From an optimization exercise on the open Yosys and OpenROAD flow, aimed at small area, a short achievable clock period and few clock cycles per item; shortcuts taken in it are not production practice.

== JK ==
==> module addsub, before the edit <==
module addsub(
    input [15:0] a, b,
    input sub,
    output [15:0] p,
    output [15:0] c
    );
wire [15:0] bx = b ^ {16{sub}};
wire [16:0] g0 = {a & bx, sub};      
wire [16:0] p0 = {a ^ bx, 1'b0};
wire [16:0] g1, p1, g2, p2, g3, p3, g4;
genvar k;
generate
    for (k = 0; k < 17; k = k + 1) begin : ks
        if (k >= 1) begin
            assign g1[k] = g0[k] | (p0[k] & g0[k-1]);
            assign p1[k] = p0[k] & p0[k-1];
        end else begin
            assign g1[k] = g0[k];
            assign p1[k] = p0[k];
        end
        if (k >= 2) begin
            assign g2[k] = g1[k] | (p1[k] & g1[k-2]);
            assign p2[k] = p1[k] & p1[k-2];
        end else begin
            assign g2[k] = g1[k];
            assign p2[k] = p1[k];
        end
        if (k >= 4) begin
            assign g3[k] = g2[k] | (p2[k] & g2[k-4]);
            assign p3[k] = p2[k] & p2[k-4];
        end else begin
            assign g3[k] = g2[k];
            assign p3[k] = p2[k];
        end
        if (k >= 8)
            assign g4[k] = g3[k] | (p3[k] & g3[k-8]);
        else
            assign g4[k] = g3[k];
    end
endgenerate
assign p = p0[16:1];
assign c = g4[15:0];
endmodule
==> module sumxor, before the edit <==
module sumxor(
    input [15:0] p, c,
    output [15:0] s
    );
assign s = p ^ c;
endmodule
==> module processor, before the edit <==
module processor(
    input [15:0] DIN,
    input Resetn, Clock, Run,
    output reg Done,
    output [15:0] BusWires
    );
reg [127:0] rf;         
reg         pend;       
reg [2:0]   mvi_rx;     
wire [2:0] rx = DIN[12:10];
wire [2:0] ry = DIN[9:7];
wire is_mvi = ~DIN[14] & DIN[13];    
wire use_x  = ~pend & DIN[14];       
wire sub    = ~pend & DIN[13];       
reg [7:0] xsel, ysel;
integer i;
always @(*)
    for (i = 0; i < 8; i = i + 1) begin
        xsel[i] = use_x && rx == i;
        ysel[i] = !pend && ry == i;
    end
wire [15:0] X, Y;
rdport8 portx(.rf(rf), .sel(xsel), .q(X));
rdport9 porty(.rf(rf), .sel(ysel), .ext(DIN), .ext_sel(pend), .q(Y));
wire [15:0] p, c, wdata;
addsub alu(.a(X), .b(Y), .sub(sub), .p(p), .c(c));
sumxor sum_out(.p(p), .c(c), .s(BusWires));
sumxor sum_reg(.p(p), .c(c), .s(wdata));
always @(*)
    Done = Resetn & (pend | (Run & ~is_mvi));
wire [2:0] wa = pend ? mvi_rx : rx;
always @(posedge Clock) begin
    if (!pend) mvi_rx <= rx;
    pend <= Resetn & ~pend & Run & is_mvi;
    for (i = 0; i < 8; i = i + 1)
        if (Done && wa == i) rf[16*i +: 16] <= wdata;
end
endmodule
Settings: LEC_CHECK=0, CAP_MARGIN=20, CORE_MARGIN=2, CORE_UTILIZATION=40, SETUP_SLACK_MARGIN=5, SLEW_MARGIN=20, SYNTH_HIERARCHICAL=1; clock period 10.0 ns.
standard.sh (not shown) runs the stock make flow with config.mk's settings and CLKGATE_MAP_FILE= SYNTH_SCRIPT=/design/flow/synth_recipe.tcl, a recipe that flattens the netlist after the stock synthesis.
==> flow/flow/run.sh <==
#!/bin/bash
# Standard ORFS layout with these changes:
#  - port buffers are plain buffers (sky130_fd_sc_hd__buf_2), not delay buffers;
#  - clock tree from clkbuf_8 only, without dummy balancing loads;
#  - setup repair limited to the moves: unbuffer,sizeup,swap
set -euo pipefail
bash standard.sh \
  BUFFER_PORTS_ARGS="-buffer_cell sky130_fd_sc_hd__buf_2" \
  CTS_ARGS="-sink_clustering_enable -repair_clock_nets -dont_use_dummy_load -buf_list sky130_fd_sc_hd__clkbuf_8" \
  SETUP_MOVE_SEQUENCE="unbuffer,sizeup,swap" \
  finish > orfs_make.log 2>&1
The following lists how MS was set up differently from JK:
==> flow/design.v <==
module rdport8(
    input [127:0] rf,
    input [7:0] sel,
    output reg [15:0] q
    );
integer i;
always @(*) begin
    q = 16'd0;
    for (i = 0; i < 8; i = i + 1)
        q = q | (rf[16*i +: 16] & {16{sel[i]}});
end
endmodule
module rdport9(
    input [127:0] rf,
    input [7:0] sel,
    input [15:0] ext,
    input ext_sel,
    output reg [15:0] q
    );
integer i;
always @(*) begin
    q = ext & {16{ext_sel}};
    for (i = 0; i < 8; i = i + 1)
        q = q | (rf[16*i +: 16] & {16{sel[i]}});
end
endmodule
module addsub(
    input [15:0] a, b,
    input sub,
    output [15:0] s
    );
assign s = a + (b ^ {16{sub}}) + {15'd0, sub};
endmodule
module processor(
    input [15:0] DIN,
    input Resetn, Clock, Run,
    output reg Done,
    output [15:0] BusWires
    );
reg [127:0] rf;         
reg         pend;       
reg [2:0]   mvi_rx;     
wire [2:0] rx = DIN[12:10];
wire [2:0] ry = DIN[9:7];
wire is_mvi = ~DIN[14] & DIN[13];    
wire use_x  = ~pend & DIN[14];       
wire sub    = ~pend & DIN[13];       
reg [7:0] xsel, ysel;
integer i;
always @(*)
    for (i = 0; i < 8; i = i + 1) begin
        xsel[i] = rx == i;
        ysel[i] = !pend && ry == i;
    end
wire [15:0] Xr, X, Y;
rdport8 portx(.rf(rf), .sel(xsel), .q(Xr));
assign X = Xr & {16{use_x}};
rdport9 porty(.rf(rf), .sel(ysel), .ext(DIN), .ext_sel(pend), .q(Y));
addsub alu(.a(X), .b(Y), .sub(sub), .s(BusWires));
always @(*)
    Done = Resetn & (pend | (Run & ~is_mvi));
wire [2:0] wa = pend ? mvi_rx : rx;
always @(posedge Clock) begin
    if (!pend) mvi_rx <= rx;
    pend <= Resetn & ~pend & Run & is_mvi;
    for (i = 0; i < 8; i = i + 1)
        if (Done && wa == i) rf[16*i +: 16] <= BusWires;
end
endmodule
[summary]
- MS: PASS, flow complete, no timing, DRC or antenna violations
- On total length of routed wires, MS does better than JK.
- Changes observed in MS relative to JK: final period utilization now sits lower, fraction of area in clock buffers and inverters now sits at about the same level.
- Against JK, MS reports a die extent in y that is lower.
- For the average via count per standard cell, MS came in about 2.7% lower than JK did.
- In the metrics for MS and JK, the one carrying the higher area after synthesis is JK.
- Fraction of final layout cells sized beyond drive strength 1 up 1.8 points in MS wrt JK
Function was not checked in any run of this note: the RTL went through the layout flow alone.

==> port drivers added, routing unchanged <==
The flow's constraints put no driver on any port. The routed layouts listed below were extracted and timed again, unchanged, in two steps.
Step 1, drivers: a clkbuf_16 drives Clock and a buf_2 each remaining input, both assumed.
Step 2 adds t to the input delays and takes it off the output delays; t is the mean of the earliest and latest rising clock arrival at the registers after step 1. Input paths then give back, and output paths get back, about the clock's delay inside the block.
Three values: ideal, step 1, step 2; two values: the first two.
run | t (ns) | slack for setup (ns) | worst setup path at the end | worst register clock-pin slew, ns | worst slew at a driven data input, ns
JK | 0.469 | 2.479 / 2.448 / 2.448 | input to output | 0.08 / 0.08 | 0.08
MS | 0.469 | 2.576 / 2.512 / 2.512 | input to output | 0.08 / 0.08 | 0.09
After both steps setup and hold are still met in every run listed. The setup slack of MS, which loses most, moves by -0.064 ns with the drivers and by -0.064 ns with both steps.
